What follows belongs to an exercise in optimizing a design on an open flow for small area and a short achievable clock period; a production flow would make more cautious choices. Function was checked by simulation only, so behaviour that the tests miss may differ from the original. No activity file was given, so power comes from the tool's default toggle rates.

==> flow/design.v <==
module morph_edge_const(
    input  wire [7:0] dilate,
    input  wire [7:0] erode,
    output wire [7:0] half,       
    output wire [8:0] k1,         
    output wire [8:0] k2,         
    output wire [8:0] k3,         
    output wire [8:0] k4          
);
    wire [8:0] sum_de = dilate + erode;
    assign half = sum_de[8:1];
    assign k1 = dilate + dilate[7:1] + 9'd1;
    assign k2 = dilate - erode + half;
    assign k3 = {erode, 1'b0} - half;
    assign k4 = erode + erode[7:1] - !erode[0];
endmodule
module morph_edge_sel(
    input  wire [7:0] pixel,
    input  wire [7:0] dilate,
    input  wire [7:0] erode,
    input  wire [7:0] half,
    input  wire [8:0] k1,
    input  wire [8:0] k2,
    input  wire [8:0] k3,
    input  wire [8:0] k4,
    output wire [7:0] edge_out
);
    wire below = (pixel <= erode);
    wire above = (pixel >= dilate);
    wire lower = (pixel <= half);
    wire r1 = below;
    wire r4 = !below && above;
    wire r2 = !below && !above && lower;
    wire r3 = !below && !above && !lower;
    wire [8:0] pa = ~{1'b0, pixel}, pb = ~{2'b00, pixel[7:1]};
    wire [8:0] x1 = k1 ^ pa ^ pb;
    wire [8:0] y1 = (k1 & pa) | (k1 & pb) | (pa & pb);
    wire [8:0] s1 = x1 + {y1[7:0], !(pixel[0] & !dilate[0])};
    wire [8:0] s2 = k2 - pixel;
    wire [8:0] s3 = pixel - k3;
    wire [8:0] pc = {2'b00, pixel[7:1]}, nk4 = ~k4;
    wire [8:0] x4 = {1'b0, pixel} ^ pc ^ nk4;
    wire [8:0] y4 = ({1'b0, pixel} & pc) | ({1'b0, pixel} & nk4) | (pc & nk4);
    wire [8:0] s4 = x4 + {y4[7:0], pixel[0] & erode[0]};
    wire [7:0] t1 = s1[7:0] | {8{s1[8]}};
    wire [7:0] t2 = s2[7:0] | {8{s2[8]}};
    wire [7:0] t3 = s3[7:0] | {8{s3[8]}};
    wire [7:0] t4 = s4[7:0] | {8{s4[8]}};
    assign edge_out = ({8{r1}} & t1) | ({8{r2}} & t2) | ({8{r3}} & t3) | ({8{r4}} & t4);
endmodule
module morph_fuse(
    input  wire [7:0]  pixel,
    input  wire [7:0]  dil3, ero3, half3,
    input  wire [8:0]  k13, k23, k33, k43,
    input  wire [7:0]  dil5, ero5, half5,
    input  wire [8:0]  k15, k25, k35, k45,
    input  wire        en,            
    output wire [7:0]  fused
);
    wire [7:0] e3, e5;
    morph_edge_sel u_s3 (.pixel(pixel), .dilate(dil3), .erode(ero3), .half(half3),
        .k1(k13), .k2(k23), .k3(k33), .k4(k43), .edge_out(e3));
    morph_edge_sel u_s5 (.pixel(pixel), .dilate(dil5), .erode(ero5), .half(half5),
        .k1(k15), .k2(k25), .k3(k35), .k4(k45), .edge_out(e5));
    wire [8:0] sum = e3 + e5;
    assign fused = sum[8:1] & {8{en}};
endmodule
module morph_top_multiscale #(
    parameter IMG_W = 256
)(
    input  wire        clk,
    input  wire        rst,
    input  wire [7:0]  pixel_in,
    output reg  [7:0]  pixel_out
);
    localparam N = 3*IMG_W + 4;           
    reg [8*N-1:0] sr;
    always @(posedge clk)
        sr <= {sr[8*N-9:0], pixel_in};
    function gt(input [7:0] a, input [7:0] b);
        integer i;
        begin
            gt = 1'b0;
            for (i = 0; i < 8; i = i + 1)
                gt = (a[i] & !b[i]) | ((a[i] | !b[i]) & gt);
        end
    endfunction
    function [7:0] mx(input [7:0] a, input [7:0] b);
        mx = gt(a, b) ? a : b;
    endfunction
    function [7:0] mn(input [7:0] a, input [7:0] b);
        mn = gt(a, b) ? b : a;
    endfunction
    function [15:0] srt(input [7:0] a, input [7:0] b);
        srt = gt(a, b) ? {a, b} : {b, a};
    endfunction
    wire [15:0] q1 = srt(sr[8*1-1 -: 8], sr[8*(IMG_W+1)-1 -: 8]);
    wire [15:0] q2 = srt(sr[8*2-1 -: 8], sr[8*(IMG_W+2)-1 -: 8]);
    wire [15:0] q3 = srt(sr[8*3-1 -: 8], sr[8*(IMG_W+3)-1 -: 8]);
    wire [15:0] q4 = srt(sr[8*4-1 -: 8], sr[8*(IMG_W+4)-1 -: 8]);
    wire [15:0] q5 = srt(sr[8*(2*IMG_W)-1 -: 8], sr[8*(3*IMG_W)-1 -: 8]);
    wire [15:0] q6 = srt(sr[8*(2*IMG_W+1)-1 -: 8], sr[8*(3*IMG_W+1)-1 -: 8]);
    wire [15:0] q7 = srt(sr[8*(2*IMG_W+2)-1 -: 8], sr[8*(3*IMG_W+2)-1 -: 8]);
    wire [15:0] q8 = srt(sr[8*(2*IMG_W+3)-1 -: 8], sr[8*(3*IMG_W+3)-1 -: 8]);
    wire [15:0] q9 = srt(sr[8*(2*IMG_W+4)-1 -: 8], sr[8*(3*IMG_W+4)-1 -: 8]);
    wire [7:0] r3max = mx(mx(q1[15:8], q2[15:8]), sr[8*(IMG_W)-1 -: 8]);
    wire [7:0] r3min = mn(mn(q1[7:0], q2[7:0]), sr[8*(IMG_W)-1 -: 8]);
    wire [7:0] r5max = mx(mx(mx(r3max, q3[15:8]), mx(q4[15:8], q5[15:8])),
                          mx(mx(q6[15:8], q7[15:8]), mx(q8[15:8], q9[15:8])));
    wire [7:0] r5min = mn(mn(mn(r3min, q3[7:0]), mn(q4[7:0], q5[7:0])),
                          mn(mn(q6[7:0], q7[7:0]), mn(q8[7:0], q9[7:0])));
    reg [7:0] r3max_q, r3min_q, r5max_q, r5min_q;
    always @(posedge clk) begin
        r3max_q <= r3max;
        r3min_q <= r3min;
        r5max_q <= r5max;
        r5min_q <= r5min;
    end
    wire [7:0] x1 = sr[7:0];
    wire [7:0] dil3 = mx(x1, r3max_q);
    wire [7:0] ero3 = mn(x1, r3min_q);
    wire [7:0] dil5 = mx(x1, r5max_q);
    wire [7:0] ero5 = mn(x1, r5min_q);
    wire [7:0] half3, half5;
    wire [8:0] k13, k23, k33, k43, k15, k25, k35, k45;
    morph_edge_const u_k3 (.dilate(dil3), .erode(ero3), .half(half3),
        .k1(k13), .k2(k23), .k3(k33), .k4(k43));
    morph_edge_const u_k5 (.dilate(dil5), .erode(ero5), .half(half5),
        .k1(k15), .k2(k25), .k3(k35), .k4(k45));
    reg [10:0] cnt;
    wire       valid = (cnt == 11'd1281);
    wire [7:0] edge_fused;
    morph_fuse u_fuse (.pixel(pixel_in),
        .dil3(dil3), .ero3(ero3), .half3(half3), .k13(k13), .k23(k23), .k33(k33), .k43(k43),
        .dil5(dil5), .ero5(ero5), .half5(half5), .k15(k15), .k25(k25), .k35(k35), .k45(k45),
        .en(valid && !rst), .fused(edge_fused));
    always @(posedge clk) begin
        if (rst)
            cnt <= 11'd0;
        else if (!valid)
            cnt <= cnt + 11'd1;
        pixel_out <= edge_fused;
    end
endmodule
==> flow/flow/run.sh <==
#!/bin/bash
# Standard ORFS layout (the standard.sh and its synthesis script), with
# these changes to how the layout is made:
#  - full- and half-adder cells are added to the don't-use list, so Yosys
#    leaves adders as plain gates for ABC, which maps them with shorter
#    carry paths than the extracted adder cells give;
#  - timing repair aims far below the clock period: the input-to-register
#    path meets the long clock by a wide margin and would otherwise be left
#    unoptimised, though it sets the achieved period;
#  - CTS clusters up to 24 sinks per leaf buffer and adds no dummy loads.
# The make output goes to standard_flow.log; each ORFS step also writes its
# own log under orfs/logs/.
set -euo pipefail
bash standard.sh \
  "DONT_USE_CELLS=sky130_fd_sc_hd__probe_p_8 sky130_fd_sc_hd__probec_p_8 sky130_fd_sc_hd__lpflow_bleeder_1 sky130_fd_sc_hd__lpflow_clkbufkapwr_1 sky130_fd_sc_hd__lpflow_clkbufkapwr_16 sky130_fd_sc_hd__lpflow_clkbufkapwr_2 sky130_fd_sc_hd__lpflow_clkbufkapwr_4 sky130_fd_sc_hd__lpflow_clkbufkapwr_8 sky130_fd_sc_hd__lpflow_clkinvkapwr_1 sky130_fd_sc_hd__lpflow_clkinvkapwr_16 sky130_fd_sc_hd__lpflow_clkinvkapwr_2 sky130_fd_sc_hd__lpflow_clkinvkapwr_4 sky130_fd_sc_hd__lpflow_clkinvkapwr_8 sky130_fd_sc_hd__lpflow_decapkapwr_12 sky130_fd_sc_hd__lpflow_decapkapwr_3 sky130_fd_sc_hd__lpflow_decapkapwr_4 sky130_fd_sc_hd__lpflow_decapkapwr_6 sky130_fd_sc_hd__lpflow_decapkapwr_8 sky130_fd_sc_hd__lpflow_inputiso0n_1 sky130_fd_sc_hd__lpflow_inputiso0p_1 sky130_fd_sc_hd__lpflow_inputiso1n_1 sky130_fd_sc_hd__lpflow_inputiso1p_1 sky130_fd_sc_hd__lpflow_inputisolatch_1 sky130_fd_sc_hd__lpflow_isobufsrc_1 sky130_fd_sc_hd__lpflow_isobufsrc_16 sky130_fd_sc_hd__lpflow_isobufsrc_2 sky130_fd_sc_hd__lpflow_isobufsrc_4 sky130_fd_sc_hd__lpflow_isobufsrc_8 sky130_fd_sc_hd__lpflow_isobufsrckapwr_16 sky130_fd_sc_hd__lpflow_lsbuf_lh_hl_isowell_tap_1 sky130_fd_sc_hd__lpflow_lsbuf_lh_hl_isowell_tap_2 sky130_fd_sc_hd__lpflow_lsbuf_lh_hl_isowell_tap_4 sky130_fd_sc_hd__lpflow_lsbuf_lh_isowell_4 sky130_fd_sc_hd__lpflow_lsbuf_lh_isowell_tap_1 sky130_fd_sc_hd__lpflow_lsbuf_lh_isowell_tap_2 sky130_fd_sc_hd__lpflow_lsbuf_lh_isowell_tap_4 sky130_fd_sc_hd__fa_1 sky130_fd_sc_hd__fa_2 sky130_fd_sc_hd__fa_4 sky130_fd_sc_hd__ha_1 sky130_fd_sc_hd__ha_2 sky130_fd_sc_hd__ha_4" \
  SETUP_SLACK_MARGIN=46 \
  "CTS_ARGS=-sink_clustering_enable -repair_clock_nets -sink_clustering_size 24 -sink_clustering_max_diameter 60 -dont_use_dummy_load" \
  finish > standard_flow.log 2>&1
==> flow/standard.sh <==
#!/bin/bash
# synth_recipe.tcl (not shown) runs the flow's synth.tcl, then flattens the netlist and writes it again
# the make line also repeats each setting of config.mk as NAME=value (left out here)
make -C /OpenROAD-flow-scripts/flow DESIGN_CONFIG=/design/flow/config.mk WORK_HOME=/design/flow/orfs CLKGATE_MAP_FILE= SYNTH_SCRIPT=/design/flow/synth_recipe.tcl "${@:-finish}"
==> flow/config.mk <==
export PLATFORM = sky130hd
export DESIGN_NAME = morph_top_multiscale
export DESIGN_NICKNAME = morph_top_multiscale
export VERILOG_FILES = /design/flow/design.v
export SDC_FILE = /design/flow/constraint.sdc
export NUM_CORES = 4
export LEC_CHECK = 0
export ABC_AREA = 1
export CAP_MARGIN = 20
export CORE_MARGIN = 2
export CORE_UTILIZATION = 60
export SLEW_MARGIN = 20
export SYNTH_HIERARCHICAL = 1
export SYNTH_MINIMUM_KEEP_SIZE = 0
==> flow/constraint.sdc <==
create_clock -name core_clock -period 58.0 [get_ports {clk}]
set_input_delay 11.6000 -clock core_clock [delete_from_list [all_inputs] [get_ports {clk}]]
set_output_delay 11.6000 -clock core_clock [all_outputs]
set_load 0.01 [all_outputs]
==> results of run 1 <==
logic make-up (layout without fill, tap and decap cells):
kind of cell               after synthesis  count (layout)  share of synthesized area
DFF                                   6227            6227                      0.870
and+or+nand+nor                       2375            2375                     0.0745
buffers and inverters                  761            1153                     0.0225
AOI/OAI and AO/OA                      606             606                     0.0246
xor gates and xnor gates               125             125                    0.00790
adders and majority gates                5               5                   0.000349
other                                    0               3                          0
per-stage QoR:
step	std cells	power, mW	util	setup WS (ns)
4_1_cts	13600	8.71	0.662	44.75
2_1_floorplan	10100	5.82	-	44.40
5_1_grt	13700	9.22	0.664	44.50
3_3_place_gp	13200	6.34	0.620	42.75
3_5_place_dp	13200	6.32	0.620	42.85
6_report	13700	8.75	0.664	44.63
what timing repair did:
item	in CTS	in global routing
setup buffers	73	17
pin swaps	121	75
resized for setup	392	104
setup endpoints to repair	16	16
gates cloned	11	0
modules after synthesis (local to each module, per instance):
module,flip-flops and latches,area (µm²)
morph_fuse,0,472
morph_edge_const,0,2040
morph_top_multiscale,6227,132000
morph_edge_sel,0,3280
critical path, delay by kind of cell:
family          cells  cell delay (ns)
buf+inv             6             0.74
xor+xnor            1             0.22
compound gates      3             0.45
simple gates       12             1.07
placed cells by master, fill, tap and decap left out, drive strengths merged, types with 2 or more instances in the layout:
cell type  Yosys  layout
dfxtp       6227    6227
nand2       1681    1681
inv          682     684
o21ai        366     366
nand3        351     351
clkbuf        26     319
nor2         267     267
buf           52     146
xor2          82      82
a21oi         80      80
o22ai         56      56
xnor2         43      43
o221ai        39      39
o211ai        21      21
nor3          20      20
or2           20      20
a21boi        16      16
nand4         14      14
nand3b        13      13
a31oi         10      10
o21a           7       7
maj3           5       5
nor3b          4       4
and2           4       4
diode          0       3
a22oi          3       3
o221a          2       2
o21bai         2       2
bufbuf         0       2
routing by layer:
metal,global-route usage,share of wire
met5,0,0
met4,0.0526,0.028
met3,0.0275,0.037
met2,0.257,0.43
met1,0.255,0.51
state kept, by name, indices dropped and copies added (netlist names):
register	flops
pixel_out	8
r3max_q	8
sr	6176
r3min_q	8
r5min_q	8
r5max_q	8
cnt	11
how the worst max path moves through the flow:
stage | startpoint | cells past startpoint | slack, ns | to
global placement | pixel_in[2] | 26 | 42.75 | pixel_out[5]
floorplan | pixel_in[6] | 26 | 44.40 | pixel_out[6]
global route | pixel_in[2] | 28 | 44.50 | pixel_out[4]
finish | pixel_in[2] | 22 | 44.63 | pixel_out[6]
detailed placement | pixel_in[2] | 27 | 42.85 | pixel_out[5]
CTS | pixel_in[3] | 27 | 44.75 | pixel_out[4]
power by group:
| group | internal [mW] | leakage [nW] | switching (mW) | total (mW) |
|---|---|---|---|---|
| Clock | 0.981 | 3.93 | 1.18 | 2.16 |
| Sequential | 4.29 | 50.3 | 0.0110 | 4.30 |
| Combinational | 0.790 | 10.7 | 1.50 | 2.29 |
| Total | 6.06 | 65.0 | 2.69 | 8.75 |
final cells by class:
cell class	count	area, µm²
Fill cell	16300	79900
Antenna cell	3	7.51
Sequential cell	6227	125000
Clock buffer	319	7980
Inverter	683	2710
Timing Repair inverter	2	17.5
Tap cell	3167	3960
Timing Repair Buffer	149	1620
Multi-Input combinational cell	3111	16700
==> summary.txt, run 1 <==
count leader, synth=dfxtp_1; TritonCTS clock tree=yes; post-place instance area=roughly 150,000 µm²; Initial Util=0.603; Hold Path Depth=0; Min-Delay Endpoint=sr[4763]; setup TNS=0 ns; total CTS buffers=319; Vias/cell=roughly 4.5; FF-to-FF Start=sr[1]; Die W=slightly below 500 µm; GRT Residual Overflow=0; CP max-delay cell=bufbuf_16; Hold Path Origin=sr[4755]; share of flip-flops with an asynchronous set or reset=0; TritonRoute pass-1 iters=6; worst setup path category=in2reg; CP required=58.73 ns; register area share after synthesis=0.870; clk sinks=between 6,000 and 7,000; Pwr Density=between 50 and 60 nW/µm²; Clock Tree Root=clkbuf_16; Min Hold Slack=roughly 0.24 ns; Worst-Margin Slew=about 1.1 ns; Avg WL per Cell=~15 µm; Final Setup Violations=0; Synth top cells by count=6,227 x dfxtp_1, 1,449 x nand2_1, 606 x inv_1; RR Endpoint=pixel_out[4]; hold buffer count at cts=0; DP HPWL=122 mm; status=no timing/DRC/antenna violations; share of cells above drive strength 1=0.112; routability congestion estimate=0.887; DR iter-0 viols=~3,200; yosys warns=7; final hold viol count=0; Max clock buf depth=4; global-route wire length before repair=around 330 mm; mean area per synthesized cell=between 10 and 15 µm²; reg2reg setup slack=between 50 and 60 ns; RSZ-0062 raised after global routing=yes; vias in the first global route=61,100; Synth cell types=56; CP dominant cell by count=nand2_1; GRT Resource Usage Total=0.171; DRT antenna net count=0; # nets final=10,500; initial antenna violation count=5; DRC viols=0; vias after detailed routing=around 62,000; Port Buffers=17; Post-synth EDFFs=0; Layout area overhead=10.1%; fmax=74.8 MHz; CP Cell Sequence=buf_8, bufbuf_16, nand2_1, inv_1, a21boi_0, nand2_2, buf_4, a21oi_1, xnor2_1, nand2_1, nand2_1, nand2_1, inv_1, nand3_2, inv_1, nand2_1, nand2_2, nand2_2, nor2_4, nand2_4, a21oi_2, nor2_1; R2R depth=between 40 and 50; cell count after synthesis=between 10,000 and 15,000; largest net degree at the start of global routing=29; Yosys top cell area share=0.870; maximum vdd drop=around 77 µV; Seq cells post-synth=6,227; pins over their slew limit=0; standard-cell rows=around 180; final WL=roughly 210 mm; Post-Layout Inst Area=about 160,000 µm²; leakage=approximately 65 nW; num ports=18; H-tree lvl count=5; crit path DAT=14.11 ns; Slew headroom=0.248; period utilization=0.231; CP peak stage delay=just under 0.3 ns; top cells by area, synth=dfxtp_1 87%, nand2_1 3.8%, inv_1 1.6%, nand3_1 1.1%, o21ai_0 1.0%; crit end category=register; Synth area leader=dfxtp_1; Worst-path clk slew=~0.080 ns; Max-Cap Viols=0; Worst Hold Class=reg2reg; die height=493 µm; worst-path maximum fanout=11; worst skew pair latency=around 0.99 ns; die area=243,000 µm²; skew final=0.121 ns; core area=238,000 µm²; synthesized cell area=143,000 µm²; predominant post-synthesis flop cell=dfxtp_1; min cycle time layout=13.37 ns; critical path launch point type=primary input
==> run 2, diff against run 1 <==
--- a/flow/flow/run.sh
+++ b/flow/flow/run.sh
@@ -8,5 +8,5 @@
 #    path meets the long clock by a wide margin and would otherwise be left
 #    unoptimised, though it sets the achieved period;
-#  - CTS clusters up to 24 sinks per leaf buffer and adds no dummy loads.
+#  - CTS clusters up to 20 sinks, at most 50 um apart, per leaf buffer and adds no dummy loads.
 # The make output goes to standard_flow.log; each ORFS step also writes its
 # own log under orfs/logs/.
@@ -15,4 +15,4 @@
   "DONT_USE_CELLS=sky130_fd_sc_hd__probe_p_8 sky130_fd_sc_hd__probec_p_8 sky130_fd_sc_hd__lpflow_bleeder_1 sky130_fd_sc_hd__lpflow_clkbufkapwr_1 sky130_fd_sc_hd__lpflow_clkbufkapwr_16 sky130_fd_sc_hd__lpflow_clkbufkapwr_2 sky130_fd_sc_hd__lpflow_clkbufkapwr_4 sky130_fd_sc_hd__lpflow_clkbufkapwr_8 sky130_fd_sc_hd__lpflow_clkinvkapwr_1 sky130_fd_sc_hd__lpflow_clkinvkapwr_16 sky130_fd_sc_hd__lpflow_clkinvkapwr_2 sky130_fd_sc_hd__lpflow_clkinvkapwr_4 sky130_fd_sc_hd__lpflow_clkinvkapwr_8 sky130_fd_sc_hd__lpflow_decapkapwr_12 sky130_fd_sc_hd__lpflow_decapkapwr_3 sky130_fd_sc_hd__lpflow_decapkapwr_4 sky130_fd_sc_hd__lpflow_decapkapwr_6 sky130_fd_sc_hd__lpflow_decapkapwr_8 sky130_fd_sc_hd__lpflow_inputiso0n_1 sky130_fd_sc_hd__lpflow_inputiso0p_1 sky130_fd_sc_hd__lpflow_inputiso1n_1 sky130_fd_sc_hd__lpflow_inputiso1p_1 sky130_fd_sc_hd__lpflow_inputisolatch_1 sky130_fd_sc_hd__lpflow_isobufsrc_1 sky130_fd_sc_hd__lpflow_isobufsrc_16 sky130_fd_sc_hd__lpflow_isobufsrc_2 sky130_fd_sc_hd__lpflow_isobufsrc_4 sky130_fd_sc_hd__lpflow_isobufsrc_8 sky130_fd_sc_hd__lpflow_isobufsrckapwr_16 sky130_fd_sc_hd__lpflow_lsbuf_lh_hl_isowell_tap_1 sky130_fd_sc_hd__lpflow_lsbuf_lh_hl_isowell_tap_2 sky130_fd_sc_hd__lpflow_lsbuf_lh_hl_isowell_tap_4 sky130_fd_sc_hd__lpflow_lsbuf_lh_isowell_4 sky130_fd_sc_hd__lpflow_lsbuf_lh_isowell_tap_1 sky130_fd_sc_hd__lpflow_lsbuf_lh_isowell_tap_2 sky130_fd_sc_hd__lpflow_lsbuf_lh_isowell_tap_4 sky130_fd_sc_hd__fa_1 sky130_fd_sc_hd__fa_2 sky130_fd_sc_hd__fa_4 sky130_fd_sc_hd__ha_1 sky130_fd_sc_hd__ha_2 sky130_fd_sc_hd__ha_4" \
   SETUP_SLACK_MARGIN=46 \
-  "CTS_ARGS=-sink_clustering_enable -repair_clock_nets -sink_clustering_size 24 -sink_clustering_max_diameter 60 -dont_use_dummy_load" \
+  "CTS_ARGS=-sink_clustering_enable -repair_clock_nets -sink_clustering_size 20 -sink_clustering_max_diameter 50 -dont_use_dummy_load" \
   finish > standard_flow.log 2>&1
==> summary.txt, run 2 <==
worst setup path category=in2reg; DRC viols=0; fmax=approximately 75 MHz; Max-Cap Viols=0; die area=243,000 µm²; Filler cells=16,000; CP dominant cell by count=nand2_2; mean area per synthesized cell=around 14 µm²; GR Util met2=0.265; Worst-Margin Slew=about 1.1 ns; setup TNS=0 ns; GRT Resource Usage Total=0.176; final WL=212 mm; post-synthesis simple-gate area fraction=0.0745; Synth area leader=dfxtp_1; cell count after synthesis=10,100; worst skew pair latency=between 0.9 and 1 ns; Clock Tree Root=clkbuf_16; main combinational cell family by area after synthesis=simple AND/OR/NAND/NOR gates; reg2reg setup slack=around 50 ns; Die W=493 µm; hold buffer count at cts=0; GRT Residual Overflow=0; grt peak-use layer=met2; CP required=a little under 60 ns; Avg WL per Cell=~15 µm; Sequential Power Share=0.481; critical path launch point type=primary input; period utilization=0.230; Min Hold Slack=~0.26 ns; clk sinks=~6,200; # nets final=~11,000; DR iter-0 viols=between 3,000 and 4,000; initial antenna violation count=5; leakage=approximately 66 nW; die height=a little under 500 µm; DP HPWL=122 mm; Seq cells post-synth=a little over 6,000; Final Setup Violations=0; worst-path maximum fanout=7; predominant post-synthesis flop cell=dfxtp_1; Top reg by flops=sr; Yosys top cell area share=0.870; skew final=~0.10 ns; share of flip-flops with an asynchronous set or reset=0; Post-Synth Adder-Cell Area=0.000349; worst path bufs/invs=6; TritonCTS clock tree=yes; maximum vdd drop=roughly 77 µV; M1 GR Usage=0.254; Internal=approximately 6.2 mW; top cells by area, synth=dfxtp_1 87%, nand2_1 3.8%, inv_1 1.6%, nand3_1 1.1%, o21ai_0 1.0%; routability congestion estimate=about 0.89; Vias/cell=4.54; final core occ=0.671; RSZ-0062 raised after global routing=yes; commonest non-fill, non-tap cell in the layout=dfxtp_1; total CTS buffers=around 390; crit path DAT=14.13 ns; post-synthesis xor/xnor area fraction=0.00790; Worst-path clk slew=0.07 ns; mux contribution to synthesized area=0; crit end category=register; standard-cell rows=approximately 180; Pwr Density=about 56 nW/µm²; max reg flops=about 6,200; num ports=18; Synth Area in Compound Gates=0.0246; share of cells above drive strength 1=0.116; vias after detailed routing=between 60,000 and 70,000; final hold viol count=0; Slew headroom=0.270; CP peak stage delay=roughly 0.29 ns; Synth top cells by count=6,227 x dfxtp_1, 1,449 x nand2_1, 606 x inv_1; core area=238,000 µm²; H-tree lvl count=5; synthesized cell area=approximately 140,000 µm²; most frequent cells in the layout=6,219 x dfxtp_1, 1,331 x nand2_1, 592 x inv_1, 393 x clkbuf_16, 289 x nand2_2; Synth cell types=between 50 and 60; global-route wire length before repair=about 340 mm; switching fraction of total power=0.303; pins over their slew limit=0; CP Cell Sequence=buf_12, buf_16, buf_4, nand2_2, nand2_2, nor2_2, a21oi_1, nand2_2, xor2_4, buf_6, nand2_1, nand2_2, nand2_2, inv_2, nand3_4, inv_1, nand2_1, nand2_2, nand2_2, nor2_2, nor2_2, nand3_1, nand2_1, nor2_1; Max clock buf depth=4; TritonRoute pass-1 iters=6; Worst Hold Class=reg2reg; yosys warns=7; Combinational Power Share=0.248; Cells after DPL=between 10,000 and 15,000; register area share after synthesis=0.870; Port Buffers=17; clock share of power=0.271; Initial Util=0.603; Post-Layout Cell Count=~14,000; count leader, synth=dfxtp_1; Post-synth EDFFs=0; sw power=approximately 2.7 mW; met3 Usage GRT=0.0394; min cycle time layout=approximately 13 ns; Largest regs=sr x6176, cnt x11; Layout area overhead=11.2%; vias in the first global route=roughly 63,000; largest net degree at the start of global routing=29; status=no timing/DRC/antenna violations; CP max-delay cell=xor2_4; DRT antenna net count=0; dominant delay contributor by cell family on the critical path=simple AND/OR/NAND/NOR gates
## run 2: cell count changes in the layout (fill, tap and decap cells not counted), moves of 3 or more
| cell | previous run | this run |
|---|---|---|
| nand3_4 | 20 | 16 |
| nand3_1 | 263 | 268 |
| clkbuf_16 | 319 | 393 |
| nor2_2 | 43 | 48 |
| xor2_2 | 5 | 2 |
| buf_4 | 100 | 110 |
| nand2_1 | 1319 | 1331 |
| buf_8 | 6 | 2 |
| nand2_4 | 66 | 55 |
| nor2_4 | 26 | 21 |
| buf_6 | 20 | 15 |
## run 2: layout make-up
cell class              instances  area (µm²)  area share
repair buffers                151        1590     0.00996
multi-input cells            3111       16500       0.104
flip-flops and latches       6227      125000       0.783
diodes                          3        7.51   0.0000471
repair inverters                1        11.3   0.0000707
well taps                    3167        3960      0.0249
inverters                     683        2720      0.0171
clock buffers                 393        9830      0.0617
## run 2: repair_timing
action / in CTS / in global routing
cloned: 8 / 1
setup buffers: 70 / 22
pin swaps: 118 / 41
gates resized for setup: 371 / 68
setup endpoints to repair: 16 / 16
## run 2: worst reg2reg max path, delay by kind of cell, from the launching register on
family | cells | cell delay, ns
buffers and inverters | 5 | 0.82
and+or+nand+nor | 22 | 2.33
AOI/OAI and AO/OA | 14 | 2.53
DFF | 1 | 0.68
xor gates and xnor gates | 2 | 0.90
## run 2: worst paths after layout
kind	startpoint	to	cells past startpoint
setup / recovery	pixel_in[7]	pixel_out[6]	24
hold / removal	sr[3999]	sr[4007]	0
setup reg to reg	sr[1]	pixel_out[5]	43
hold reg to reg	sr[3999]	sr[4007]	0
## run 2: through the flow
step                total power, mW  area, µm²  setup slack (ns)
floorplan                      5.82     144000             44.40
global placement               6.34     147000             42.75
detailed placement             6.32     147000             42.85
CTS                            8.95     159000             44.82
global route                   9.43     159000             44.54
finish                         8.95     159000             44.68
## run 2: power by group through the flow
| stage | clock network, mW | logic [mW] | registers, mW |
|---|---|---|---|
| 2_1_floorplan | 0 | 1.42 | 4.40 |
| 3_3_place_gp | 0 | 1.93 | 4.40 |
| 3_5_place_dp | 0 | 1.91 | 4.40 |
| 4_1_cts | 2.51 | 2.14 | 4.30 |
| 5_1_grt | 2.65 | 2.47 | 4.30 |
| 6_report | 2.43 | 2.22 | 4.30 |
## run 2: logic make-up (layout without fill, tap and decap cells)
kind of cell               after synthesis  after routing
xor gates and xnor gates               125            125
DFF                                   6227           6227
adders and majority gates                5              5
and+or+nand+nor                       2375           2375
AOI/OAI and AO/OA                      606            606
other                                    0              3
buffers and inverters                  761           1228
## run 2: metal layers
metal  wire length, µm  part of all wire
met1            105000              0.49
met3             10900             0.051
met4              5620             0.026
met2             91100              0.43
met5                 0                 0
## run 2: per-module statistics from Yosys (local to each module, per instance)
module                flops+latches  cells inside  times used  cell area (µm²)
morph_edge_sel                    0           679           2             3280
morph_top_multiscale           6227          7863           1           132000
morph_fuse                        0           100           1              472
morph_edge_const                  0           389           2             2040
==> run 3, diff against run 2 <==
--- a/flow/design.v
+++ b/flow/design.v
@@ -17,4 +17,7 @@
 module morph_edge_sel(
     input  wire [7:0] pixel,
+    input  wire [8:0] pu,         
+    input  wire [8:0] pn,         
+    input  wire [8:0] po,         
     input  wire [7:0] dilate,
     input  wire [7:0] erode,
@@ -33,13 +36,11 @@
     wire r2 = !below && !above && lower;
     wire r3 = !below && !above && !lower;
-    wire [8:0] pa = ~{1'b0, pixel}, pb = ~{2'b00, pixel[7:1]};
-    wire [8:0] x1 = k1 ^ pa ^ pb;
-    wire [8:0] y1 = (k1 & pa) | (k1 & pb) | (pa & pb);
+    wire [8:0] x1 = k1 ^ pu;
+    wire [8:0] y1 = (k1 & ~pn) | (~k1 & ~po);
     wire [8:0] s1 = x1 + {y1[7:0], !(pixel[0] & !dilate[0])};
     wire [8:0] s2 = k2 - pixel;
     wire [8:0] s3 = pixel - k3;
-    wire [8:0] pc = {2'b00, pixel[7:1]}, nk4 = ~k4;
-    wire [8:0] x4 = {1'b0, pixel} ^ pc ^ nk4;
-    wire [8:0] y4 = ({1'b0, pixel} & pc) | ({1'b0, pixel} & nk4) | (pc & nk4);
+    wire [8:0] x4 = ~k4 ^ pu;
+    wire [8:0] y4 = (~k4 & po) | (k4 & pn);
     wire [8:0] s4 = x4 + {y4[7:0], pixel[0] & erode[0]};
     wire [7:0] t1 = s1[7:0] | {8{s1[8]}};
@@ -58,8 +59,10 @@
     output wire [7:0]  fused
 );
+    wire [8:0] p9 = {1'b0, pixel}, h9 = {2'b00, pixel[7:1]};
+    wire [8:0] pu = p9 ^ h9, pn = p9 & h9, po = p9 | h9;
     wire [7:0] e3, e5;
-    morph_edge_sel u_s3 (.pixel(pixel), .dilate(dil3), .erode(ero3), .half(half3),
+    morph_edge_sel u_s3 (.pixel(pixel), .pu(pu), .pn(pn), .po(po), .dilate(dil3), .erode(ero3), .half(half3),
         .k1(k13), .k2(k23), .k3(k33), .k4(k43), .edge_out(e3));
-    morph_edge_sel u_s5 (.pixel(pixel), .dilate(dil5), .erode(ero5), .half(half5),
+    morph_edge_sel u_s5 (.pixel(pixel), .pu(pu), .pn(pn), .po(po), .dilate(dil5), .erode(ero5), .half(half5),
         .k1(k15), .k2(k25), .k3(k35), .k4(k45), .edge_out(e5));
     wire [8:0] sum = e3 + e5;
==> summary.txt, run 3 <==
Post-Layout Inst Area=between 150,000 and 200,000 µm²; period utilization=0.233; count leader, synth=dfxtp_1; GRT Resource Usage Total=0.189; Final Worst Setup Slack=44.51 ns; final WL=about 230 mm; Synth cell types=58; Die W=about 500 µm; CP max-delay cell=nor2_4; worst skew pair latency=between 0.9 and 1 ns; status=no timing/DRC/antenna violations; Hold Path Origin=sr[6129]; Layout area overhead=11.2%; Avg WL per Cell=16.3 µm; TritonCTS clock tree=yes; synthesized cell area=between 100,000 and 150,000 µm²; Max clock buf depth=4; clk sinks=around 6,200; worst-path maximum fanout=8; post-place instance area=approximately 150,000 µm²; register area share after synthesis=0.870; Vias/cell=approximately 4.5; Seq cells post-synth=6,227; total CTS buffers=393; Top reg by flops=sr; global-route wire length before repair=361 mm; # nets final=10,700; Synth top cells by count=6,227 x dfxtp_1, 1,607 x nand2_1, 627 x inv_1; yosys warns=7; predominant post-synthesis flop cell=dfxtp_1; Worst Hold Class=reg2reg; standard-cell rows=between 150 and 200; Yosys top cell area share=0.870; skew final=0.117 ns; mean area per synthesized cell=about 14 µm²; RR Endpoint=pixel_out[5]; Tot Pwr=~8.6 mW; hold buffer count at cts=0; vias in the first global route=approximately 65,000; DRC viols=0; RSZ-0062 raised after global routing=yes; CP dominant cell by count=nand2_1; Min-Delay Endpoint=sr[6137]; Sequential Power Share=0.497; core area=~240,000 µm²; min cycle time layout=13.49 ns; DRT antenna net count=0; pins over their slew limit=0; critical path launch point type=primary input; commonest non-fill, non-tap cell in the layout=dfxtp_1; M1 GR Usage=0.265; worst setup path category=in2reg; maximum vdd drop=roughly 47 µV; DP HPWL=126 mm; switching fraction of total power=0.289; DR iter-0 viols=between 3,000 and 4,000; cell count after synthesis=10,200; H-tree lvl count=5; Max-Cap Viols=0; crit end category=register; top cells by area, synth=dfxtp_1 87%, nand2_1 4.2%, inv_1 1.6%, o21ai_0 1.1%, nand3_1 0.87%; GRT Residual Overflow=0; Internal=just over 6 mW; Final Setup Violations=0; fmax=between 70 and 80 MHz; Setup WS pre-CTS=approximately 43 ns; most frequent cells in the layout=6,220 x dfxtp_1, 1,501 x nand2_1, 597 x inv_1, 393 x clkbuf_16, 287 x o21ai_0; share of flip-flops with an asynchronous set or reset=0; Post-Layout Cell Count=roughly 14,000; share of cells above drive strength 1=0.109; grt peak-use layer=met2; die area=between 200,000 and 250,000 µm²; Combinational Power Share=0.219; Worst-path clk slew=approximately 0.07 ns; initial antenna violation count=5; setup TNS=0 ns; FF-to-FF Start=sr[2]; Clock Tree Root=clkbuf_16; Initial Util=0.603; crit path DAT=about 14 ns; Largest regs=sr x6176, cnt x11; GR Util met2=0.304; CP required=between 50 and 60 ns; R2R depth=40; leakage=approximately 66 nW; Hold Path Depth=0; final core occ=0.671; max reg flops=between 6,000 and 7,000; die height=493 µm; CP peak stage delay=roughly 0.26 ns; largest net degree at the start of global routing=29; vias after detailed routing=about 63,000; num ports=18; clock share of power=0.284; TritonRoute pass-1 iters=6; Min Hold Slack=about 0.24 ns; Post-synth EDFFs=0; reg2reg setup slack=slightly above 50 ns; Slew headroom=0.228; final hold viol count=0; sw power=between 2 and 2.5 mW; routability congestion estimate=between 0.8 and 0.9; Pwr Density=about 54 nW/µm²; Cells after DPL=13,300; Port Buffers=17; met3 Usage GRT=0.0273; Worst-Margin Slew=approximately 1.2 ns; Synth area leader=dfxtp_1
## run 3: cell count changes after synthesis, moves of 8 or more
cell      previous run  this run
nand2_1           1449      1607
buf_6               30        20
nand4_1             14        30
inv_4               13         2
nand3_2             36        26
a21boi_0            14         6
nand2_2            202       165
a21oi_1             73        87
inv_1              606       627
o21ai_0            296       315
nand3_1            313       249
## run 3: area by class of cell
type | instances | area [µm²]
Antenna cell | 4 | 10.0
Tap cell | 3167 | 3960
Clock buffer | 393 | 9830
Fill cell | 15900 | 78200
Sequential cell | 6227 | 125000
Inverter | 694 | 2660
Multi-Input combinational cell | 3202 | 16600
Timing Repair Buffer | 179 | 1630
## run 3: critical path: cells and delay by family
| kind | cells | cell delay (ns) |
|---|---|---|
| xor+xnor | 1 | 0.18 |
| buf+inv | 6 | 0.64 |
| simple gates | 19 | 1.65 |
| compound gates | 1 | 0.18 |
## run 3: worst max path at each step
stage,startpoint,cells past startpoint,end
detailed placement,pixel_in[0],25,pixel_out[5]
floorplan,pixel_in[2],26,pixel_out[4]
global placement,pixel_in[0],25,pixel_out[5]
CTS,pixel_in[0],28,pixel_out[6]
global route,pixel_in[4],28,pixel_out[7]
finish,pixel_in[6],27,pixel_out[6]
## run 3: timing repair
| action | in CTS | in global routing |
|---|---|---|
| gates cloned | 2 | 0 |
| setup endpoints to repair | 16 | 16 |
| pin swaps | 133 | 74 |
| setup buffers | 104 | 17 |
| gates resized for setup | 314 | 87 |
## run 3: per-layer routing
| layer | up-vias | share of wire |
|---|---|---|
| met5 | - | 0 |
| met1 | 29500 | 0.48 |
| li1 | 32200 | - |
| met3 | 424 | 0.034 |
| met4 | 0 | 0.030 |
| met2 | 908 | 0.46 |
## run 3: cells by family (layout without fill, tap and decap cells)
group           count (synthesis)  count (layout)  share of synthesized area
flops                        6227            6227                      0.870
compound gates                626             626                     0.0250
other cells                     1              12                  0.0000262
xor+xnor                      131             131                    0.00811
simple gates                 2434            2435                     0.0750
buf+inv                       765            1266                     0.0216
fa+ha+maj                       2               2                   0.000140
## run 3: power by group through the flow
stage               registers (mW)  logic, mW  clock network, mW
global placement              4.40       1.62                  0
detailed placement            4.40       1.61                  0
global route                  4.30       2.12               2.66
CTS                           4.30       1.83               2.53
finish                        4.30       1.89               2.46
floorplan                     4.40       1.20                  0
## run 3: per-module statistics from Yosys, one instance, submodules excluded
module / cells inside / flip-flops and latches / area (µm²) / copies in the design
morph_fuse: 136 / 0 / 607 / 1
morph_edge_const: 389 / 0 / 2040 / 2
morph_top_multiscale: 7860 / 6227 / 132000 / 1
morph_edge_sel: 706 / 0 / 3270 / 2
==> run 4, diff against run 3 <==
--- a/flow/design.v
+++ b/flow/design.v
@@ -1,30 +1,11 @@
-module morph_edge_const(
-    input  wire [7:0] dilate,
-    input  wire [7:0] erode,
-    output wire [7:0] half,       
-    output wire [8:0] k1,         
-    output wire [8:0] k2,         
-    output wire [8:0] k3,         
-    output wire [8:0] k4          
-);
-    wire [8:0] sum_de = dilate + erode;
-    assign half = sum_de[8:1];
-    assign k1 = dilate + dilate[7:1] + 9'd1;
-    assign k2 = dilate - erode + half;
-    assign k3 = {erode, 1'b0} - half;
-    assign k4 = erode + erode[7:1] - !erode[0];
-endmodule
 module morph_edge_sel(
     input  wire [7:0] pixel,
-    input  wire [8:0] pu,         
-    input  wire [8:0] pn,         
-    input  wire [8:0] po,         
     input  wire [7:0] dilate,
     input  wire [7:0] erode,
     input  wire [7:0] half,
-    input  wire [8:0] k1,
-    input  wire [8:0] k2,
-    input  wire [8:0] k3,
-    input  wire [8:0] k4,
+    input  wire [8:0] k1,         
+    input  wire [8:0] k2,         
+    input  wire [8:0] k3,         
+    input  wire [8:0] k4,         
     output wire [7:0] edge_out
 );
@@ -36,11 +17,13 @@
     wire r2 = !below && !above && lower;
     wire r3 = !below && !above && !lower;
-    wire [8:0] x1 = k1 ^ pu;
-    wire [8:0] y1 = (k1 & ~pn) | (~k1 & ~po);
+    wire [8:0] pa = ~{1'b0, pixel}, pb = ~{2'b00, pixel[7:1]};
+    wire [8:0] x1 = k1 ^ pa ^ pb;
+    wire [8:0] y1 = (k1 & pa) | (k1 & pb) | (pa & pb);
     wire [8:0] s1 = x1 + {y1[7:0], !(pixel[0] & !dilate[0])};
     wire [8:0] s2 = k2 - pixel;
     wire [8:0] s3 = pixel - k3;
-    wire [8:0] x4 = ~k4 ^ pu;
-    wire [8:0] y4 = (~k4 & po) | (k4 & pn);
+    wire [8:0] pc = {2'b00, pixel[7:1]}, nk4 = ~k4;
+    wire [8:0] x4 = {1'b0, pixel} ^ pc ^ nk4;
+    wire [8:0] y4 = ({1'b0, pixel} & pc) | ({1'b0, pixel} & nk4) | (pc & nk4);
     wire [8:0] s4 = x4 + {y4[7:0], pixel[0] & erode[0]};
     wire [7:0] t1 = s1[7:0] | {8{s1[8]}};
@@ -59,10 +42,8 @@
     output wire [7:0]  fused
 );
-    wire [8:0] p9 = {1'b0, pixel}, h9 = {2'b00, pixel[7:1]};
-    wire [8:0] pu = p9 ^ h9, pn = p9 & h9, po = p9 | h9;
     wire [7:0] e3, e5;
-    morph_edge_sel u_s3 (.pixel(pixel), .pu(pu), .pn(pn), .po(po), .dilate(dil3), .erode(ero3), .half(half3),
+    morph_edge_sel u_s3 (.pixel(pixel), .dilate(dil3), .erode(ero3), .half(half3),
         .k1(k13), .k2(k23), .k3(k33), .k4(k43), .edge_out(e3));
-    morph_edge_sel u_s5 (.pixel(pixel), .pu(pu), .pn(pn), .po(po), .dilate(dil5), .erode(ero5), .half(half5),
+    morph_edge_sel u_s5 (.pixel(pixel), .dilate(dil5), .erode(ero5), .half(half5),
         .k1(k15), .k2(k25), .k3(k35), .k4(k45), .edge_out(e5));
     wire [8:0] sum = e3 + e5;
@@ -125,10 +106,10 @@
     wire [7:0] dil5 = mx(x1, r5max_q);
     wire [7:0] ero5 = mn(x1, r5min_q);
-    wire [7:0] half3, half5;
-    wire [8:0] k13, k23, k33, k43, k15, k25, k35, k45;
-    morph_edge_const u_k3 (.dilate(dil3), .erode(ero3), .half(half3),
-        .k1(k13), .k2(k23), .k3(k33), .k4(k43));
-    morph_edge_const u_k5 (.dilate(dil5), .erode(ero5), .half(half5),
-        .k1(k15), .k2(k25), .k3(k35), .k4(k45));
+    wire [8:0] sum3 = dil3 + ero3, sum5 = dil5 + ero5;
+    wire [7:0] half3 = sum3[8:1], half5 = sum5[8:1];
+    wire [8:0] k13 = dil3 + dil3[7:1] + 9'd1,      k15 = dil5 + dil5[7:1] + 9'd1;
+    wire [8:0] k23 = dil3 - ero3 + half3,           k25 = dil5 - ero5 + half5;
+    wire [8:0] k33 = {ero3, 1'b0} - half3,          k35 = {ero5, 1'b0} - half5;
+    wire [8:0] k43 = ero3 + ero3[7:1] - !ero3[0],   k45 = ero5 + ero5[7:1] - !ero5[0];
     reg [10:0] cnt;
     wire       valid = (cnt == 11'd1281);
--- a/flow/flow/run.sh
+++ b/flow/flow/run.sh
@@ -8,5 +8,5 @@
 #    path meets the long clock by a wide margin and would otherwise be left
 #    unoptimised, though it sets the achieved period;
-#  - CTS clusters up to 20 sinks, at most 50 um apart, per leaf buffer and adds no dummy loads.
+#  - CTS clusters up to 24 sinks per leaf buffer and adds no dummy loads.
 # The make output goes to standard_flow.log; each ORFS step also writes its
 # own log under orfs/logs/.
@@ -15,4 +15,4 @@
   "DONT_USE_CELLS=sky130_fd_sc_hd__probe_p_8 sky130_fd_sc_hd__probec_p_8 sky130_fd_sc_hd__lpflow_bleeder_1 sky130_fd_sc_hd__lpflow_clkbufkapwr_1 sky130_fd_sc_hd__lpflow_clkbufkapwr_16 sky130_fd_sc_hd__lpflow_clkbufkapwr_2 sky130_fd_sc_hd__lpflow_clkbufkapwr_4 sky130_fd_sc_hd__lpflow_clkbufkapwr_8 sky130_fd_sc_hd__lpflow_clkinvkapwr_1 sky130_fd_sc_hd__lpflow_clkinvkapwr_16 sky130_fd_sc_hd__lpflow_clkinvkapwr_2 sky130_fd_sc_hd__lpflow_clkinvkapwr_4 sky130_fd_sc_hd__lpflow_clkinvkapwr_8 sky130_fd_sc_hd__lpflow_decapkapwr_12 sky130_fd_sc_hd__lpflow_decapkapwr_3 sky130_fd_sc_hd__lpflow_decapkapwr_4 sky130_fd_sc_hd__lpflow_decapkapwr_6 sky130_fd_sc_hd__lpflow_decapkapwr_8 sky130_fd_sc_hd__lpflow_inputiso0n_1 sky130_fd_sc_hd__lpflow_inputiso0p_1 sky130_fd_sc_hd__lpflow_inputiso1n_1 sky130_fd_sc_hd__lpflow_inputiso1p_1 sky130_fd_sc_hd__lpflow_inputisolatch_1 sky130_fd_sc_hd__lpflow_isobufsrc_1 sky130_fd_sc_hd__lpflow_isobufsrc_16 sky130_fd_sc_hd__lpflow_isobufsrc_2 sky130_fd_sc_hd__lpflow_isobufsrc_4 sky130_fd_sc_hd__lpflow_isobufsrc_8 sky130_fd_sc_hd__lpflow_isobufsrckapwr_16 sky130_fd_sc_hd__lpflow_lsbuf_lh_hl_isowell_tap_1 sky130_fd_sc_hd__lpflow_lsbuf_lh_hl_isowell_tap_2 sky130_fd_sc_hd__lpflow_lsbuf_lh_hl_isowell_tap_4 sky130_fd_sc_hd__lpflow_lsbuf_lh_isowell_4 sky130_fd_sc_hd__lpflow_lsbuf_lh_isowell_tap_1 sky130_fd_sc_hd__lpflow_lsbuf_lh_isowell_tap_2 sky130_fd_sc_hd__lpflow_lsbuf_lh_isowell_tap_4 sky130_fd_sc_hd__fa_1 sky130_fd_sc_hd__fa_2 sky130_fd_sc_hd__fa_4 sky130_fd_sc_hd__ha_1 sky130_fd_sc_hd__ha_2 sky130_fd_sc_hd__ha_4" \
   SETUP_SLACK_MARGIN=46 \
-  "CTS_ARGS=-sink_clustering_enable -repair_clock_nets -sink_clustering_size 20 -sink_clustering_max_diameter 50 -dont_use_dummy_load" \
+  "CTS_ARGS=-sink_clustering_enable -repair_clock_nets -sink_clustering_size 24 -sink_clustering_max_diameter 60 -dont_use_dummy_load" \
   finish > standard_flow.log 2>&1
==> summary.txt, run 4 <==
Largest regs=sr x6176, cnt x11; clk sinks=6,227; Clock Tree Root=clkbuf_16; Final Setup Violations=0; TritonCTS clock tree=yes; Post-Synth Adder-Cell Area=0.000353; Multi-input gate area=15,800 µm²; largest net degree at the start of global routing=29; worst-path maximum fanout=7; setup TNS=0 ns; share of flip-flops with an asynchronous set or reset=0; yosys warns=7; final hold viol count=0; worst setup path start=pixel_in[6]; DRT antenna net count=0; worst path bufs/invs=6; TritonRoute pass-1 iters=6; Worst-path clk slew=0.08 ns; FF-to-FF Start=sr[0]; DRC viols=0; Post-Layout Inst Area=between 150,000 and 200,000 µm²; most frequent cells in the layout=6,223 x dfxtp_1, 1,283 x nand2_1, 589 x inv_1, 326 x clkbuf_16, 267 x o21ai_0; Layout area overhead=10.6%; Setup WS pre-CTS=between 40 and 50 ns; main combinational cell family by area after synthesis=simple AND/OR/NAND/NOR gates; Yosys top cell area share=0.879; # nets final=around 10,000; Post-synth EDFFs=0; fmax=74.4 MHz; Hold Path Depth=0; maximum vdd drop=73.8 µV; Avg WL per Cell=approximately 16 µm; synthesized cell area=between 100,000 and 150,000 µm²; critical path launch point type=primary input; post-place instance area=~150,000 µm²; Initial Util=0.603; register area share after synthesis=0.879; Min Hold Slack=between 0.2 and 0.3 ns; CP dominant cell by count=nand2_1; num ports=18; count leader, synth=dfxtp_1; GRT Residual Overflow=0; routability congestion estimate=~0.86; total CTS buffers=roughly 330; cell count after synthesis=9,887; vias in the first global route=61,000; Pwr Density=54.7 nW/µm²; core area=~240,000 µm²; Max-Cap Viols=0; mux contribution to synthesized area=0; RSZ-0062 raised after global routing=yes; GRT Resource Usage Total=0.176; pins over their slew limit=0; CP max-delay cell=xor2_4; crit path DAT=about 14 ns; hold buffer count at cts=0; share of cells above drive strength 1=0.100; Worst Hold Class=reg2reg; predominant post-synthesis flop cell=dfxtp_1; Synth cell types=55; initial antenna violation count=7; Reg area=125,000 µm²; leakage=approximately 64 nW; Tot Pwr=~8.6 mW; H-tree lvl count=5; post-synthesis xor/xnor area fraction=0.00792; standard-cell rows=approximately 180; Slew headroom=0.383; Port Buffers=17; period utilization=0.232; die height=slightly below 500 µm; Synth top cells by count=6,227 x dfxtp_1, 1,411 x nand2_1, 603 x inv_1; max reg flops=between 6,000 and 7,000; Filler cells=around 16,000; CP peak stage delay=about 0.24 ns; global-route wire length before repair=337 mm; Hold Path Origin=sr[5649]; min cycle time layout=between 10 and 15 ns; Final Worst Setup Slack=~45 ns; R2R depth=between 50 and 60; mean area per synthesized cell=between 10 and 15 µm²; final WL=211 mm; CP required=between 50 and 60 ns; Synth Area in Compound Gates=0.0251; worst skew pair latency=just over 0.9 ns; post-synthesis simple-gate area fraction=0.0666; dominant delay contributor by cell family on the critical path=simple AND/OR/NAND/NOR gates; Max clock buf depth=4; Synth area leader=dfxtp_1; Top reg by flops=sr; reg2reg setup slack=about 49 ns; crit end category=register; status=no timing/DRC/antenna violations; Die W=a little under 500 µm; Worst-Margin Slew=between 0.9 and 1 ns; top cells by area, synth=dfxtp_1 88%, nand2_1 3.7%, inv_1 1.6%, o21ai_0 1.0%, nand3_1 0.97%; skew final=approximately 0.096 ns; DP HPWL=123 mm; Min-Delay Endpoint=sr[5657]; RR Endpoint=pixel_out[6]; vias after detailed routing=60,600; die area=around 240,000 µm²; DR iter-0 viols=between 3,000 and 4,000; Vias/cell=between 4 and 5; commonest non-fill, non-tap cell in the layout=dfxtp_1; Seq cells post-synth=~6,200; CP Cell Sequence=buf_12, buf_16, inv_12, buf_4, nand2_1, nand2_2, nor2_1, nand3_2, nand2_4, xor2_4, nand2_1, nand2_1, nand2_1, inv_2, nand3_4, buf_6, nor2_4, nor2_4, nand3_2, nand2_4, nand2_4, nand3_2, nand2_1, nor2_1; worst setup path category=in2reg
-- run 4: worst reg2reg max path: cells and delay by family, from the launching register on --
kind                      cells  cell delay, ns
xor gates and xnor gates      4            1.28
buffers and inverters         6            1.40
DFF                           1            0.68
AOI/OAI and AO/OA            14            2.25
and+or+nand+nor              30            3.07
-- run 4: modules after synthesis, one instance, submodules excluded --
module	copies in the design	cells inside	cell area [µm²]
morph_edge_sel	2	679	3280
morph_fuse	1	100	472
morph_top_multiscale	1	8429	135000
-- run 4: final cells by class --
type | count | share of cell area
tap | 3150 | 0.0251
inverter | 664 | 0.0168
clock buffer | 326 | 0.0520
timing repair buffer | 144 | 0.0100
sequential | 6227 | 0.795
multi-input combinational | 2936 | 0.101
antenna | 2 | 0.0000319
-- run 4: report_power, final --
group	total, mW	leakage [nW]	switching, mW	internal, mW
Sequential	4.30	50.3	0.00978	4.29
Clock	2.19	4.02	1.19	1.00
Combinational	2.07	10.1	1.36	0.715
Total	8.57	64.4	2.56	6.01
-- run 4: per-stage QoR --
step,instances,utilization
6_report,13400,0.667
5_1_grt,13400,0.667
3_5_place_dp,13000,0.621
3_3_place_gp,13000,0.621
2_1_floorplan,9887,-
4_1_cts,13400,0.662
-- run 4: logic make-up after synthesis --
kind of cell | Yosys count
adder cells (fa/ha/maj) | 5
AND/OR/NAND/NOR | 2191
AO/OA/AOI/OAI | 616
flip-flops | 6227
XOR/XNOR | 124
buffers and inverters | 724
-- run 4: repair_timing --
action | in CTS | in global routing
setup buffers | 47 | 38
pin swaps | 85 | 104
gates cloned | 10 | 0
endpoints found under the setup margin | 16 | 16
gates resized for setup | 317 | 206
-- run 4: worst max path at each step --
stage | cells after the start | end | slack [ns]
2_1_floorplan | 25 | pixel_out[6] | 44.40
3_3_place_gp | 24 | pixel_out[5] | 42.80
3_5_place_dp | 24 | pixel_out[6] | 42.82
4_1_cts | 28 | pixel_out[4] | 44.66
5_1_grt | 23 | pixel_out[5] | 44.41
6_report | 24 | pixel_out[6] | 44.56
-- run 4: metal layers --
| metal | track usage | wire, µm | vias to the layer above |
|---|---|---|---|
| met2 | 0.272 | 91600 | 850 |
| met5 | 0 | 0 | - |
| met4 | 0.0658 | 7870 | 0 |
| met3 | 0.0247 | 6490 | 442 |
| li1 | - | - | 31100 |
| met1 | 0.256 | 105000 | 28100 |
==> run 5, diff against run 4 <==
--- a/flow/flow/run.sh
+++ b/flow/flow/run.sh
@@ -8,5 +8,5 @@
 #    path meets the long clock by a wide margin and would otherwise be left
 #    unoptimised, though it sets the achieved period;
-#  - CTS clusters up to 24 sinks per leaf buffer and adds no dummy loads.
+#  - CTS clusters up to 22 sinks, at most 50 um apart, per leaf buffer and adds no dummy loads.
 # The make output goes to standard_flow.log; each ORFS step also writes its
 # own log under orfs/logs/.
@@ -15,4 +15,4 @@
   "DONT_USE_CELLS=sky130_fd_sc_hd__probe_p_8 sky130_fd_sc_hd__probec_p_8 sky130_fd_sc_hd__lpflow_bleeder_1 sky130_fd_sc_hd__lpflow_clkbufkapwr_1 sky130_fd_sc_hd__lpflow_clkbufkapwr_16 sky130_fd_sc_hd__lpflow_clkbufkapwr_2 sky130_fd_sc_hd__lpflow_clkbufkapwr_4 sky130_fd_sc_hd__lpflow_clkbufkapwr_8 sky130_fd_sc_hd__lpflow_clkinvkapwr_1 sky130_fd_sc_hd__lpflow_clkinvkapwr_16 sky130_fd_sc_hd__lpflow_clkinvkapwr_2 sky130_fd_sc_hd__lpflow_clkinvkapwr_4 sky130_fd_sc_hd__lpflow_clkinvkapwr_8 sky130_fd_sc_hd__lpflow_decapkapwr_12 sky130_fd_sc_hd__lpflow_decapkapwr_3 sky130_fd_sc_hd__lpflow_decapkapwr_4 sky130_fd_sc_hd__lpflow_decapkapwr_6 sky130_fd_sc_hd__lpflow_decapkapwr_8 sky130_fd_sc_hd__lpflow_inputiso0n_1 sky130_fd_sc_hd__lpflow_inputiso0p_1 sky130_fd_sc_hd__lpflow_inputiso1n_1 sky130_fd_sc_hd__lpflow_inputiso1p_1 sky130_fd_sc_hd__lpflow_inputisolatch_1 sky130_fd_sc_hd__lpflow_isobufsrc_1 sky130_fd_sc_hd__lpflow_isobufsrc_16 sky130_fd_sc_hd__lpflow_isobufsrc_2 sky130_fd_sc_hd__lpflow_isobufsrc_4 sky130_fd_sc_hd__lpflow_isobufsrc_8 sky130_fd_sc_hd__lpflow_isobufsrckapwr_16 sky130_fd_sc_hd__lpflow_lsbuf_lh_hl_isowell_tap_1 sky130_fd_sc_hd__lpflow_lsbuf_lh_hl_isowell_tap_2 sky130_fd_sc_hd__lpflow_lsbuf_lh_hl_isowell_tap_4 sky130_fd_sc_hd__lpflow_lsbuf_lh_isowell_4 sky130_fd_sc_hd__lpflow_lsbuf_lh_isowell_tap_1 sky130_fd_sc_hd__lpflow_lsbuf_lh_isowell_tap_2 sky130_fd_sc_hd__lpflow_lsbuf_lh_isowell_tap_4 sky130_fd_sc_hd__fa_1 sky130_fd_sc_hd__fa_2 sky130_fd_sc_hd__fa_4 sky130_fd_sc_hd__ha_1 sky130_fd_sc_hd__ha_2 sky130_fd_sc_hd__ha_4" \
   SETUP_SLACK_MARGIN=46 \
-  "CTS_ARGS=-sink_clustering_enable -repair_clock_nets -sink_clustering_size 24 -sink_clustering_max_diameter 60 -dont_use_dummy_load" \
+  "CTS_ARGS=-sink_clustering_enable -repair_clock_nets -sink_clustering_size 22 -sink_clustering_max_diameter 50 -dont_use_dummy_load" \
   finish > standard_flow.log 2>&1
==> summary.txt, run 5 <==
Sequential Power Share=0.497; status=no timing/DRC/antenna violations; share of flip-flops with an asynchronous set or reset=0; worst setup path category=in2reg; mean area per synthesized cell=around 14 µm²; initial antenna violation count=8; Final Setup Violations=0; Synth area leader=dfxtp_1; register area share after synthesis=0.879; worst path bufs/invs=5; Vias/cell=4.52; Largest regs=sr x6176, cnt x11; Internal=6.11 mW; Layout area overhead=11.1%; Clock Tree Root=clkbuf_16; clk sinks=around 6,200; Die W=between 400 and 500 µm; sw power=~2.5 mW; Synth cell types=55; DRT antenna net count=0; leakage=64.8 nW; clock share of power=0.278; yosys warns=7; GRT Residual Overflow=0; CP max-delay cell=buf_16; Post-Layout Cell Count=13,500; most frequent cells in the layout=6,223 x dfxtp_1, 1,326 x nand2_1, 593 x inv_1, 383 x clkbuf_16, 273 x o21ai_0; Cells after DPL=13,000; dominant delay contributor by cell family on the critical path=simple AND/OR/NAND/NOR gates; worst setup path start=pixel_in[4]; die height=between 400 and 500 µm; DRC viols=0; setup TNS=0 ns; Max-Cap Viols=0; DR iter-0 viols=between 3,000 and 4,000; share of cells above drive strength 1=0.0954; standard-cell rows=178; final hold viol count=0; RR Endpoint=pixel_out[5]; TritonRoute pass-1 iters=5; CP peak stage delay=about 0.18 ns; Worst-path clk slew=0.07 ns; reg2reg setup slack=49.14 ns; hold buffer count at cts=0; Combinational Power Share=0.225; Tot Pwr=between 8 and 9 mW; Slew headroom=0.330; crit path DAT=~14 ns; post-place instance area=around 150,000 µm²; Avg WL per Cell=16.0 µm; pins over their slew limit=0; R2R depth=54; Worst Setup EP=pixel_out[6]; critical path launch point type=primary input; Worst Hold Class=reg2reg; crit end category=register; skew final=between 0.09 and 0.1 ns; min cycle time layout=13.37 ns; Pwr Density=54.9 nW/µm²; global-route wire length before repair=approximately 350 mm; worst-path maximum fanout=8; Top reg by flops=sr; # nets final=between 10,000 and 15,000; core area=between 200,000 and 250,000 µm²; Port Buffers=17; routability congestion estimate=roughly 0.86; predominant post-synthesis flop cell=dfxtp_1; largest net degree at the start of global routing=29; die area=240,000 µm²; fmax=74.8 MHz; Seq cells post-synth=slightly above 6,000; cell count after synthesis=about 9,900; RSZ-0062 raised after global routing=yes; synthesized cell area=around 140,000 µm²; Initial Util=0.603; vias in the first global route=approximately 62,000; GRT Resource Usage Total=0.181; DP HPWL=between 100 and 150 mm; max reg flops=approximately 6,200; number of stages on the worst setup path=28; TritonCTS clock tree=yes; period utilization=0.231; vias after detailed routing=approximately 61,000; Filler cells=~16,000; CP required=58.75 ns; switching fraction of total power=0.294; Yosys top cell area share=0.879; Post-synth EDFFs=0; Post-Layout Inst Area=158,000 µm²; Final Worst Setup Slack=between 40 and 50 ns; Max clock buf depth=4; num ports=18; FF-to-FF Start=sr[0]; Setup WS pre-CTS=42.82 ns; total CTS buffers=roughly 380; H-tree lvl count=5; worst skew pair latency=0.90 ns; final WL=around 220 mm; Worst-Margin Slew=between 0.9 and 1 ns; top cells by area, synth=dfxtp_1 88%, nand2_1 3.7%, inv_1 1.6%, o21ai_0 1.0%, nand3_1 0.97%; CP dominant cell by count=nand2_2; count leader, synth=dfxtp_1; maximum vdd drop=70.1 µV; Synth top cells by count=6,227 x dfxtp_1, 1,411 x nand2_1, 603 x inv_1; commonest non-fill, non-tap cell in the layout=dfxtp_1
[run 5: final cells by class]
| type | instances | area (µm²) | share of cell area |
|---|---|---|---|
| inverter | 664 | 2630 | 0.0167 |
| sequential | 6227 | 125000 | 0.792 |
| clock buffer | 383 | 9580 | 0.0609 |
| multi-input combinational | 2936 | 15300 | 0.0971 |
| timing repair buffer | 121 | 1370 | 0.00872 |
| tap | 3150 | 3940 | 0.0250 |
| antenna | 3 | 7.51 | 0.0000477 |
[run 5: power groups by stage]
stage / clock network [mW] / registers, mW / logic (mW)
2_1_floorplan: 0 / 4.40 / 1.23
3_3_place_gp: 0 / 4.40 / 1.71
3_5_place_dp: 0 / 4.40 / 1.69
4_1_cts: 2.47 / 4.30 / 1.84
5_1_grt: 2.61 / 4.30 / 2.17
6_report: 2.40 / 4.30 / 1.95
[run 5: per-layer routing]
| metal | GRT usage | wire [µm] |
|---|---|---|
| met5 | 0 | 0 |
| met4 | 0.0703 | 8150 |
| met3 | 0.0261 | 6320 |
| met2 | 0.283 | 95600 |
| met1 | 0.258 | 106000 |
[run 5: timing repair]
action                                  in CTS  in global routing
setup buffers                               46                 15
endpoints found under the setup margin      16                 16
gates resized for setup                    271                112
gates cloned                                11                  0
pin swaps                                   71                 48
[run 5: metrics by stage]
| step | hold WS (ns) | utilization |
|---|---|---|
| floorplan | 0.310 | - |
| global placement | 0.309 | 0.621 |
| detailed placement | 0.312 | 0.621 |
| CTS | 0.232 | 0.667 |
| global route | 0.231 | 0.670 |
| finish | 0.235 | 0.670 |
[run 5: how the worst min path moves through the flow]
stage | cells after the start | end | start | slack, ns
6_report | 0 | sr[2000] | sr[1992] | 0.23
5_1_grt | 0 | sr[2000] | sr[1992] | 0.23
4_1_cts | 0 | sr[226] | sr[218] | 0.23
3_5_place_dp | 0 | sr[1024] | sr[1016] | 0.31
3_3_place_gp | 0 | sr[3584] | sr[3576] | 0.31
2_1_floorplan | 0 | sr[1000] | sr[992] | 0.31
[run 5: cells by family after synthesis]
family | share of synthesized area
and+or+nand+nor | 0.0666
buffers and inverters | 0.0208
xor gates and xnor gates | 0.00792
DFF | 0.879
AOI/OAI and AO/OA | 0.0251
adders and majority gates | 0.000353
[run 5: modules after synthesis, one instance, submodules excluded]
module | copies in the design | flip-flops and latches | cells | cell area (µm²)
morph_top_multiscale | 1 | 6227 | 8429 | 135000
morph_edge_sel | 2 | 0 | 679 | 3280
morph_fuse | 1 | 0 | 100 | 472

[what the ideal ports hide]
The flow's constraints put no driver on any port. The routed layouts listed below were extracted and timed again, unchanged, in two steps. Step 1, drivers: a clkbuf_16 drives clk and a buf_2 each remaining input, both assumed. Step 2 adds t to the input delays and takes it off the output delays; t is the mean of the earliest and latest rising clock arrival at the registers after step 1. Input paths then give back, and output paths get back, about the clock's delay inside the block. Slacks: no drivers / after step 1 / after step 2; pairs: no drivers / after step 1.
run	shift t [ns]	setup slack, ns	pins driven straight from the clock port
run 1	0.997	44.626 / 44.556 / 43.559	1
run 2	0.999	44.683 / 44.579 / 43.580	1
run 3	1.000	44.510 / 44.552 / 43.552	1
run 4	0.970	44.562 / 44.528 / 43.559	1
run 5	0.983	44.627 / 44.560 / 43.577	1
After both steps setup and hold are still met in every run listed. For run 2, which loses most, drivers alone change the setup slack by -0.104 ns; drivers and shift together by -1.103 ns.
